Context: an optimization exercise on an open-source flow, tuned for a short achievable clock period and few clock cycles. The choices shown serve that exercise and are no tape-out recipe. Only simulation tests tie the RTL to the original design; equivalence was not proved. Power and IR drop assume default switching activity.

==> branch nickel: inputs <==
==> flow/design.v <==
module alu (
  input  [31:0] a,
  input  [31:0] b2,
  input         sub,       
  input         usec,      
  input         cflag,
  input  [1:0]  lop,       
  output [31:0] result,
  output        cout,
  output        zero);
  wire        cin = usec ? cflag : sub;
  wire [33:0] sum2 = {1'b0, a, 1'b1} + {1'b0, b2, cin};
  wire [32:0] sum = sum2[33:1];
  reg  [31:0] lres;
  always @(*)
    case (lop)
      2'd1: lres = a & b2;
      2'd2: lres = a ^ b2;
      default: lres = a | b2;
    endcase
  assign result = (lop == 2'd0) ? sum[31:0] : lres;
  assign cout = sub ? ~sum[32] : sum[32];
  wire [31:0] hs = a ^ b2;
  wire [31:0] cy = {a[30:0] | b2[30:0], cin};
  wire zarith = &(hs ~^ cy);
  assign zero = (lop == 2'd0) ? zarith : ~|lres;
endmodule
module decode (
  input  [31:0] inst,
  output        isbr,
  output        isld,
  output        isst,
  output        use_rn,
  output        use_rm,
  output        use_rd,      
  output        wreg,        
  output [3:0]  wrd,
  output        setf,        
  output        setc,        
  output        sub,
  output        usec,
  output [1:0]  lop,
  output        zeroa,       
  output        useimm,
  output [31:0] imm);
  wire       b27 = inst[27];
  wire       b26 = inst[26];
  wire       i   = inst[25];
  wire [3:0] op  = inst[24:21];
  wire       s   = inst[20];
  wire       isdp = ~b27 & ~b26;
  wire       ismem = ~b27 & b26;
  assign isbr = b27;
  assign isld = ismem & inst[20];
  assign isst = ismem & ~inst[20];
  wire is_mov = (op == 4'd13);
  wire is_cmp = (op == 4'd10);
  wire is_and = (op == 4'd0);
  wire is_eor = (op == 4'd1);
  wire is_orr = (op == 4'd12);
  wire is_add = (op == 4'd4);
  wire is_adc = (op == 4'd5);
  wire is_sbc = (op == 4'd6);
  wire logic_op = is_and | is_eor | is_orr;
  assign use_rn = ismem | (isdp & ~is_mov);
  assign use_rm = (isdp & ~i) | (ismem & i);
  assign use_rd = isst;
  assign wreg = (isdp & ~is_cmp) | isld | (b27 & inst[24]);
  assign wrd = b27 ? 4'd14 : inst[15:12];
  assign setf = isdp & (s | is_cmp);
  assign setc = isdp & (s | is_cmp) & ~logic_op;
  assign sub = ismem ? ~inst[23] : (isdp & ~(is_add | is_adc | is_mov | logic_op));
  assign usec = isdp & (is_adc | is_sbc);
  assign lop = ~isdp ? 2'd0 : is_and ? 2'd1 : is_eor ? 2'd2 : is_orr ? 2'd3 : 2'd0;
  assign zeroa = isdp & is_mov;
  assign useimm = b27 | (isdp & i) | (ismem & ~i);
  assign imm = b27 ? 32'd0 : isdp ? {{24{inst[7]}}, inst[7:0]} : {20'd0, inst[11:0]};
endmodule
module armreduced(
  input clk,
  input reset,
  output [31:0] pc,
  input [31:0] inst,
  input nIRQ,
  output [3:0] be,
  output [31:0] memaddr,
  output memwrite,
  output memread,
  output [31:0] writedata,
  input [31:0] readdata);
  reg [11:2] pcf;               
  reg [32*15-1:0] rf;           
  reg zf, cf;
  reg [31:2] p_t, p_n, a_t, a_n;
  reg        p_s, a_s;
  reg        d_valid, d_pt, d_exact, d_setf, stall_r;
  reg [31:0] ir;
  reg [31:2] d_off2;            
  reg [11:2] d_lo;              
  reg        e_valid, e_ld, e_st, e_wreg, e_setf, e_setc, e_sub, e_usec;
  reg [1:0]  e_lop;
  reg [3:0]  e_cond, e_rd;
  reg [31:0] e_a, e_b, e_s;
  reg        e_fa, e_fb, e_fsa, e_fsl;
  reg        m_wen, m_ld, m_st;
  reg [3:0]  m_rd;
  reg [31:0] m_res, m_sd;
  reg [31:0] m_addr;            
  integer k, j;
  assign be = 4'b1111;
  assign memaddr = m_addr;
  assign memwrite = m_st;
  assign memread = m_ld;
  assign writedata = m_sd;
  assign pc = {20'd0, pcf, 2'b00};
  wire [31:0] wdata = m_ld ? readdata : m_res;
  wire e_cok = (e_cond[3:1] == 3'b111) | (e_cond[0] ^ zf);
  wire e_exec = e_valid & e_cok;
  wire [31:0] ea = e_fa ? m_res : e_a;
  wire [31:0] eb = e_fb ? (m_res ^ {32{e_sub}}) : e_b;
  wire [31:0] es = e_fsl ? readdata : e_fsa ? m_res : e_s;
  wire [31:0] alu_res;
  wire        alu_c, alu_z;
  alu ex (.a(ea), .b2(eb), .sub(e_sub), .usec(e_usec), .cflag(cf), .lop(e_lop),
    .result(alu_res), .cout(alu_c), .zero(alu_z));
  wire e_wz = e_exec & e_setf;
  wire f_br, f_ld, f_st, f_urn, f_urm, f_urd, f_wreg, f_setf, f_setc, f_sub, f_usec, f_zeroa, f_useimm;
  wire [1:0] f_lop;
  wire [3:0] f_wrd;
  wire [31:0] f_imm;
  decode dec (.inst(ir), .isbr(f_br), .isld(f_ld), .isst(f_st), .use_rn(f_urn), .use_rm(f_urm),
    .use_rd(f_urd), .wreg(f_wreg), .wrd(f_wrd), .setf(f_setf), .setc(f_setc), .sub(f_sub),
    .usec(f_usec), .lop(f_lop), .zeroa(f_zeroa), .useimm(f_useimm), .imm(f_imm));
  wire [3:0] rn = ir[19:16];
  wire [3:0] rm = ir[3:0];
  wire [3:0] rd = ir[15:12];
  wire [4:0] sh = ir[11:7];
  wire nosh = (sh == 5'd0);
  wire [31:2] off = {{6{ir[23]}}, ir[23:0]};
  wire [31:2] d_pc8 = p_s ? p_t : p_n;
  wire [31:2] d_pc4 = p_s ? (p_t - 30'd1) : (p_n - 30'd1);
  wire [31:2] d_tgt = p_s ? (p_t + off) : (p_n + off);           
  wire [31:2] d_tgt8 = p_s ? (p_t + d_off2) : (p_n + d_off2);    
  wire [31:2] d_nxt8 = p_s ? (p_t + 30'd1) : (p_n + 30'd1);      
  wire [11:2] d_lo4 = d_lo + 10'd1;
  wire m_alu = m_wen & ~m_ld;
  wire ld_n = m_ld & m_wen & (m_rd == rn);
  wire ld_m = m_ld & m_wen & (m_rd == rm);
  wire ld_d = m_ld & m_wen & (m_rd == rd);
  wire [31:0] vn = (rn == 4'd15) ? {d_pc8, 2'b00} : (m_alu && m_rd == rn) ? m_res : rf[rn*32 +: 32];
  wire [31:0] vm = (rm == 4'd15) ? {d_pc8, 2'b00} : (m_alu && m_rd == rm) ? m_res : rf[rm*32 +: 32];
  wire [31:0] vd = (rd == 4'd15) ? {d_pc8, 2'b00} : (m_alu && m_rd == rd) ? m_res : rf[rd*32 +: 32];
  wire d_zek = (ir[31:29] == 3'b111) & (ir[27:25] == 3'b001) &
               ((ir[24:20] == 5'b00101) | (ir[24:21] == 4'd10)) &
               ~(e_valid & e_wreg & (e_rd == rn)) & ~(m_ld & m_wen & (m_rd == rn));
  reg  [15:0] req;
  always @(*) begin
    for (j = 0; j < 15; j = j + 1)
      req[j] = (rf[j*32 +: 8] == ir[7:0]) & (ir[7] ? (&rf[j*32+8 +: 24]) : ~(|rf[j*32+8 +: 24]));
    req[15] = 1'b0;
  end
  wire meq = (m_res[7:0] == ir[7:0]) & (ir[7] ? (&m_res[31:8]) : ~(|m_res[31:8]));
  wire d_ze = (m_alu && m_rd == rn) ? meq : req[rn];
  wire stall = d_valid & stall_r;
  wire d_al = (ir[31:29] == 3'b111);
  wire taken_z = f_br & (d_al | (ir[28] ^ zf));
  wire d_taken = d_exact ? d_pt : taken_z;
  wire d_redirect = d_valid & ~d_exact & ~stall_r & (taken_z != d_pt);
  wire [11:2] pcf4 = pcf + 10'd1;
  wire i_al = (inst[31:29] == 3'b111);
  wire i_zk = ~(d_valid & d_setf) & ~(e_valid & e_setf);
  wire i_zx = (d_valid & d_setf) ? d_zek : i_zk;      
  wire i_z = (d_valid & d_setf) ? (d_zek & d_ze) : (i_zk & zf);
  wire i_taken = inst[27] & (i_al | (inst[28] ^ i_z));
  wire i_exact = ~inst[27] | i_al | i_zx;
  wire [11:1] i_tgt1 = {pcf4, 1'b1} + {inst[9:0], 1'b1};
  wire [11:2] i_tgt = i_tgt1[11:2];
  wire i_dp = ~inst[27] & ~inst[26];
  wire i_mem = ~inst[27] & inst[26];
  wire i_urn = i_mem | (i_dp & (inst[24:21] != 4'd13));
  wire i_urm = (i_dp & ~inst[25]) | (i_mem & inst[25]);
  wire i_nosh = (inst[11:7] == 5'd0);
  wire [3:0] i_rn = inst[19:16];
  wire [3:0] i_rm = inst[3:0];
  wire to_e = d_valid & ~stall & (~f_br | f_wreg);
  wire s_a = (to_e & f_wreg & ((f_ld & ((i_urn & (i_rn == f_wrd)) | (i_urm & (i_rm == f_wrd)))) |
                               (i_urm & ~i_nosh & (i_rm == f_wrd)))) |
             (e_exec & e_ld & e_wreg & i_urm & ~i_nosh & (i_rm == e_rd)) |
             (~i_exact & to_e & d_setf);
  wire s_b = e_exec & e_ld & e_wreg & f_urm & ~nosh & (rm == e_rd);
  wire        sel_it = ~d_redirect & ~stall & i_taken;
  wire [11:2] pcf_oth = d_redirect ? (taken_z ? d_tgt[11:2] : d_lo4) : stall ? pcf : pcf4;
  always @(posedge clk) begin
    if (reset) begin
      pcf <= 10'd0;
      a_t <= 30'd0;
      a_n <= 30'd2;
      a_s <= 1'b0;
      rf <= {(32*15){1'b0}};
      zf <= 1'b0;
      cf <= 1'b0;
      d_valid <= 1'b0;
      stall_r <= 1'b0;
      e_valid <= 1'b0;
      m_wen <= 1'b0;
      m_ld <= 1'b0;
      m_st <= 1'b0;
    end else begin
      if (m_wen)
        for (k = 0; k < 15; k = k + 1)
          if (m_rd == k) rf[k*32 +: 32] <= wdata;
      if (e_wz) zf <= alu_z;
      if (e_exec & e_setc) cf <= alu_c;
      m_wen <= e_exec & e_wreg;
      m_ld <= e_exec & e_ld;
      m_st <= e_exec & e_st;
      e_valid <= to_e;
      if (d_redirect) d_valid <= 1'b0;
      else if (!stall) d_valid <= 1'b1;
      stall_r <= stall ? s_b : s_a;
      pcf <= sel_it ? i_tgt : pcf_oth;
      if (d_valid) begin
        a_t <= d_tgt8;
        a_n <= d_nxt8;
        a_s <= d_taken;
      end
    end
    if (!stall) begin
      ir <= inst;
      d_off2 <= {{6{inst[23]}}, inst[23:0]} + 30'd2;
      d_pt <= i_taken;
      d_exact <= i_exact;
      d_setf <= ~inst[27] & ~inst[26] & (inst[20] | (inst[24:21] == 4'd10));
      p_t <= d_valid ? d_tgt8 : a_t;
      p_n <= d_valid ? d_nxt8 : a_n;
      p_s <= d_valid ? d_taken : a_s;
      d_lo <= pcf;
    end
    m_rd <= e_rd;
    m_res <= alu_res;
    if (e_exec & (e_ld | e_st)) m_addr <= alu_res;
    if (e_exec & e_st) m_sd <= es;
    e_ld <= f_ld;
    e_st <= f_st;
    e_wreg <= f_wreg;
    e_setf <= f_setf;
    e_setc <= f_setc;
    e_sub <= f_sub;
    e_usec <= f_usec;
    e_lop <= f_lop;
    e_cond <= ir[31:28];
    e_rd <= f_wrd;
    e_a <= (ld_n & ~f_br & ~f_zeroa) ? readdata : f_br ? {d_pc4, 2'b00} : f_zeroa ? 32'd0 : vn;
    e_b <= (ld_m & ~f_useimm) ? (readdata ^ {32{f_sub}}) : ((f_useimm ? f_imm : (vm << sh)) ^ {32{f_sub}});
    e_s <= ld_d ? readdata : vd;
    e_fa <= e_exec & e_wreg & (e_rd == rn) & ~f_br & ~f_zeroa;
    e_fb <= e_exec & e_wreg & (e_rd == rm) & ~f_useimm;
    e_fsa <= e_exec & e_wreg & (e_rd == rd) & ~e_ld;
    e_fsl <= e_exec & e_wreg & (e_rd == rd) & e_ld;
  end
endmodule
==> flow/flow/run.sh <==
#!/bin/bash
# Standard ORFS layout, with timing repair asked to leave extra setup margin
# so that it optimises the paths beyond what the 12 ns clock requires.
set -euo pipefail
bash standard.sh SETUP_SLACK_MARGIN=9 finish > standard.log 2>&1
==> flow/standard.sh <==
#!/bin/bash
# synth_recipe.tcl (not shown) runs the flow's synth.tcl, then flattens the netlist and writes it again
# the make line also repeats each setting of config.mk as NAME=value (left out here)
make -C /OpenROAD-flow-scripts/flow DESIGN_CONFIG=/design/flow/config.mk WORK_HOME=/design/flow/orfs CLKGATE_MAP_FILE= SYNTH_SCRIPT=/design/flow/synth_recipe.tcl "${@:-finish}"
==> flow/config.mk <==
export PLATFORM = sky130hd
export DESIGN_NAME = armreduced
export DESIGN_NICKNAME = armreduced
export VERILOG_FILES = /design/flow/design.v
export SDC_FILE = /design/flow/constraint.sdc
export NUM_CORES = 4
export LEC_CHECK = 0
export CAP_MARGIN = 20
export CORE_MARGIN = 2
export CORE_UTILIZATION = 40
export SLEW_MARGIN = 20
==> flow/constraint.sdc <==
create_clock -name core_clock -period 12.0 [get_ports {clk}]
set_input_delay 2.4000 -clock core_clock [delete_from_list [all_inputs] [get_ports {clk}]]
set_output_delay 2.4000 -clock core_clock [all_outputs]
set_load 0.01 [all_outputs]
==> branch pepper (differences from branch nickel) <==
==> flow/design.v, changed modules only <==
module armreduced(
  input clk,
  input reset,
  output [31:0] pc,
  input [31:0] inst,
  input nIRQ,
  output [3:0] be,
  output [31:0] memaddr,
  output memwrite,
  output memread,
  output [31:0] writedata,
  input [31:0] readdata);
  reg [11:2] pcf;               
  reg [32*15-1:0] rf;           
  reg zf, cf;
  reg [31:2] p_t, p_n, a_t, a_n;
  reg        p_s, a_s;
  reg        d_valid, d_pt, d_exact, d_setf, stall_r;
  reg [31:0] ir;
  reg [31:2] d_off2;            
  reg [11:2] d_lo;              
  reg        e_valid, e_ld, e_st, e_wreg, e_setf, e_setc, e_sub, e_usec;
  reg [1:0]  e_lop;
  reg [3:0]  e_cond, e_rd;
  reg [31:0] e_a, e_b, e_s;
  reg        e_fa, e_fb, e_fs;
  reg        m_wen, m_ld, m_st;
  reg [3:0]  m_rd;
  reg [31:0] m_res, m_sd;
  integer k, j;
  assign be = 4'b1111;
  assign memaddr = m_res;
  assign memwrite = m_st;
  assign memread = m_ld;
  assign writedata = m_sd;
  assign pc = {20'd0, pcf, 2'b00};
  wire [31:0] wdata = m_ld ? readdata : m_res;
  wire e_cok = (e_cond[3:1] == 3'b111) | (e_cond[0] ^ zf);
  wire e_exec = e_valid & e_cok;
  wire [31:0] ea = e_fa ? m_res : e_a;
  wire [31:0] eb = e_fb ? (m_res ^ {32{e_sub}}) : e_b;
  wire [31:0] es = e_fs ? wdata : e_s;
  wire [31:0] alu_res;
  wire        alu_c, alu_z;
  alu ex (.a(ea), .b2(eb), .sub(e_sub), .usec(e_usec), .cflag(cf), .lop(e_lop),
    .result(alu_res), .cout(alu_c), .zero(alu_z));
  wire e_wz = e_exec & e_setf;
  wire f_br, f_ld, f_st, f_urn, f_urm, f_urd, f_wreg, f_setf, f_setc, f_sub, f_usec, f_zeroa, f_useimm;
  wire [1:0] f_lop;
  wire [3:0] f_wrd;
  wire [31:0] f_imm;
  decode dec (.inst(ir), .isbr(f_br), .isld(f_ld), .isst(f_st), .use_rn(f_urn), .use_rm(f_urm),
    .use_rd(f_urd), .wreg(f_wreg), .wrd(f_wrd), .setf(f_setf), .setc(f_setc), .sub(f_sub),
    .usec(f_usec), .lop(f_lop), .zeroa(f_zeroa), .useimm(f_useimm), .imm(f_imm));
  wire [3:0] rn = ir[19:16];
  wire [3:0] rm = ir[3:0];
  wire [3:0] rd = ir[15:12];
  wire [4:0] sh = ir[11:7];
  wire nosh = (sh == 5'd0);
  wire [31:2] off = {{6{ir[23]}}, ir[23:0]};
  wire [31:2] d_pc8 = p_s ? p_t : p_n;
  wire [31:2] d_pc4 = p_s ? (p_t - 30'd1) : (p_n - 30'd1);
  wire [31:2] d_tgt = p_s ? (p_t + off) : (p_n + off);           
  wire [31:2] d_tgt8 = p_s ? (p_t + d_off2) : (p_n + d_off2);    
  wire [31:2] d_nxt8 = p_s ? (p_t + 30'd1) : (p_n + 30'd1);      
  wire [11:2] d_lo4 = d_lo + 10'd1;
  wire m_alu = m_wen & ~m_ld;
  wire ld_n = m_ld & m_wen & (m_rd == rn);
  wire ld_m = m_ld & m_wen & (m_rd == rm);
  wire ld_d = m_ld & m_wen & (m_rd == rd);
  wire [31:0] vn = (rn == 4'd15) ? {d_pc8, 2'b00} : (m_alu && m_rd == rn) ? m_res : rf[rn*32 +: 32];
  wire [31:0] vm = (rm == 4'd15) ? {d_pc8, 2'b00} : (m_alu && m_rd == rm) ? m_res : rf[rm*32 +: 32];
  wire [31:0] vd = (rd == 4'd15) ? {d_pc8, 2'b00} : (m_alu && m_rd == rd) ? m_res : rf[rd*32 +: 32];
  wire d_zek = (ir[31:29] == 3'b111) & (ir[27:25] == 3'b001) &
               ((ir[24:20] == 5'b00101) | (ir[24:21] == 4'd10)) &
               ~(e_valid & e_wreg & (e_rd == rn)) & ~(m_ld & m_wen & (m_rd == rn));
  reg  [15:0] req;
  always @(*) begin
    for (j = 0; j < 15; j = j + 1)
      req[j] = (rf[j*32 +: 8] == ir[7:0]) & (ir[7] ? (&rf[j*32+8 +: 24]) : ~(|rf[j*32+8 +: 24]));
    req[15] = 1'b0;
  end
  wire meq = (m_res[7:0] == ir[7:0]) & (ir[7] ? (&m_res[31:8]) : ~(|m_res[31:8]));
  wire d_ze = (m_alu && m_rd == rn) ? meq : req[rn];
  wire stall = d_valid & stall_r;
  wire d_al = (ir[31:29] == 3'b111);
  wire taken_z = f_br & (d_al | (ir[28] ^ zf));
  wire d_taken = d_exact ? d_pt : taken_z;
  wire d_redirect = d_valid & ~d_exact & ~stall_r & (taken_z != d_pt);
  wire [11:2] pcf4 = pcf + 10'd1;
  wire i_al = (inst[31:29] == 3'b111);
  wire i_zk = ~(d_valid & d_setf) & ~(e_valid & e_setf);
  wire i_zx = (d_valid & d_setf) ? d_zek : i_zk;      
  wire i_z = (d_valid & d_setf) ? (d_zek & d_ze) : (i_zk & zf);
  wire i_taken = inst[27] & (i_al | (inst[28] ^ i_z));
  wire i_exact = ~inst[27] | i_al | i_zx;
  wire [11:1] i_tgt1 = {pcf4, 1'b1} + {inst[9:0], 1'b1};
  wire [11:2] i_tgt = i_tgt1[11:2];
  wire i_dp = ~inst[27] & ~inst[26];
  wire i_mem = ~inst[27] & inst[26];
  wire i_urn = i_mem | (i_dp & (inst[24:21] != 4'd13));
  wire i_urm = (i_dp & ~inst[25]) | (i_mem & inst[25]);
  wire i_nosh = (inst[11:7] == 5'd0);
  wire [3:0] i_rn = inst[19:16];
  wire [3:0] i_rm = inst[3:0];
  wire to_e = d_valid & ~stall & (~f_br | f_wreg);
  wire s_a = (to_e & f_wreg & ((f_ld & ((i_urn & (i_rn == f_wrd)) | (i_urm & (i_rm == f_wrd)))) |
                               (i_urm & ~i_nosh & (i_rm == f_wrd)))) |
             (e_exec & e_ld & e_wreg & i_urm & ~i_nosh & (i_rm == e_rd)) |
             (~i_exact & to_e & d_setf);
  wire s_b = e_exec & e_ld & e_wreg & f_urm & ~nosh & (rm == e_rd);
  wire [11:2] pcf_seq = stall ? pcf : i_taken ? i_tgt : pcf4;
  always @(posedge clk) begin
    if (reset) begin
      pcf <= 10'd0;
      a_t <= 30'd0;
      a_n <= 30'd2;
      a_s <= 1'b0;
      rf <= {(32*15){1'b0}};
      zf <= 1'b0;
      cf <= 1'b0;
      d_valid <= 1'b0;
      stall_r <= 1'b0;
      e_valid <= 1'b0;
      m_wen <= 1'b0;
      m_ld <= 1'b0;
      m_st <= 1'b0;
    end else begin
      if (m_wen)
        for (k = 0; k < 15; k = k + 1)
          if (m_rd == k) rf[k*32 +: 32] <= wdata;
      if (e_wz) zf <= alu_z;
      if (e_exec & e_setc) cf <= alu_c;
      m_wen <= e_exec & e_wreg;
      m_ld <= e_exec & e_ld;
      m_st <= e_exec & e_st;
      e_valid <= to_e;
      if (d_redirect) d_valid <= 1'b0;
      else if (!stall) d_valid <= 1'b1;
      stall_r <= stall ? s_b : s_a;
      pcf <= d_redirect ? (taken_z ? d_tgt[11:2] : d_lo4) : pcf_seq;
      if (d_valid) begin
        a_t <= d_tgt8;
        a_n <= d_nxt8;
        a_s <= d_taken;
      end
    end
    if (!stall) begin
      ir <= inst;
      d_off2 <= {{6{inst[23]}}, inst[23:0]} + 30'd2;
      d_pt <= i_taken;
      d_exact <= i_exact;
      d_setf <= ~inst[27] & ~inst[26] & (inst[20] | (inst[24:21] == 4'd10));
      p_t <= d_valid ? d_tgt8 : a_t;
      p_n <= d_valid ? d_nxt8 : a_n;
      p_s <= d_valid ? d_taken : a_s;
      d_lo <= pcf;
    end
    m_rd <= e_rd;
    m_res <= alu_res;
    m_sd <= es;
    e_ld <= f_ld;
    e_st <= f_st;
    e_wreg <= f_wreg;
    e_setf <= f_setf;
    e_setc <= f_setc;
    e_sub <= f_sub;
    e_usec <= f_usec;
    e_lop <= f_lop;
    e_cond <= ir[31:28];
    e_rd <= f_wrd;
    e_a <= f_br ? {d_pc4, 2'b00} : f_zeroa ? 32'd0 : ld_n ? readdata : vn;
    e_b <= (f_useimm ? f_imm : ld_m ? readdata : (vm << sh)) ^ {32{f_sub}};
    e_s <= ld_d ? readdata : vd;
    e_fa <= e_exec & e_wreg & (e_rd == rn) & ~f_br & ~f_zeroa;
    e_fb <= e_exec & e_wreg & (e_rd == rm) & ~f_useimm;
    e_fs <= e_exec & e_wreg & (e_rd == rd);
  end
endmodule
==> flow/flow/run.sh (replaced) <==
#!/bin/bash
# Standard ORFS layout, with timing repair asked to leave extra setup margin
# so that it optimises the paths beyond what the 12 ns clock requires.
set -euo pipefail
bash standard.sh SETUP_SLACK_MARGIN=8 finish > standard.log 2>&1
==> comparison <==
Sequential share of layout area: branch nickel is lower than branch pepper (2.9 points).
In branch pepper the critical path depth is lower than in branch nickel, by 8.
In branch nickel the sequential power is larger than in branch pepper, by 8.6%.
Against branch pepper, the fmax of branch nickel is higher by about 1.8%.
Between branch nickel and branch pepper, the lower power is in branch pepper (gap about 13%, measured against branch pepper).
Against branch nickel, the non-clock buffer count of branch pepper is lower by 361.
Against branch pepper, the clock skew of branch nickel is lower by 26 ps.
Wire length: branch nickel is higher than branch pepper (18%).
Of branch pepper and branch nickel, branch nickel has the higher synthesized cell count (gap 2.1%, measured against branch nickel).
In branch nickel the first-iteration DRC count is larger than in branch pepper, by 15%.
Testbench counts of branch nickel, summed over its fixed seeds: cycles 35,345.
Testbench counts of branch pepper, summed over its fixed seeds: cycles 35,345.

==> static timing again, ports no longer ideal <==
The results above use ideal ports. As a check the final layouts listed here were re-extracted and re-timed, cells and wires unchanged.
Step 1 sets driving cells, clkbuf_16 on the clock port and buf_2 on the other inputs (assumed; they add their load-dependent delay and slew).
Step 2 moves the port delays by t, midway between the first and last clock arrival at a register: inputs arrive t later, outputs are due t later. That takes back most of the time a late clock gives input paths.
Slacks: ideal ports / drivers / drivers and shift; pairs: ideal ports / drivers.
| run | t (ns) | slack for setup (ns) | hold WS [ns] |
|---|---|---|---|
| branch nickel | 0.846 | 7.973 / 7.973 / 7.309 | 0.366 / 0.366 / 0.366 |
| branch pepper | 0.826 | 7.900 / 7.947 / 7.130 | 0.371 / 0.371 / 0.371 |
After both steps setup and hold are still met in every run listed. For branch pepper, which loses most, drivers alone change the setup slack by +0.047 ns; drivers and shift together by -0.770 ns.
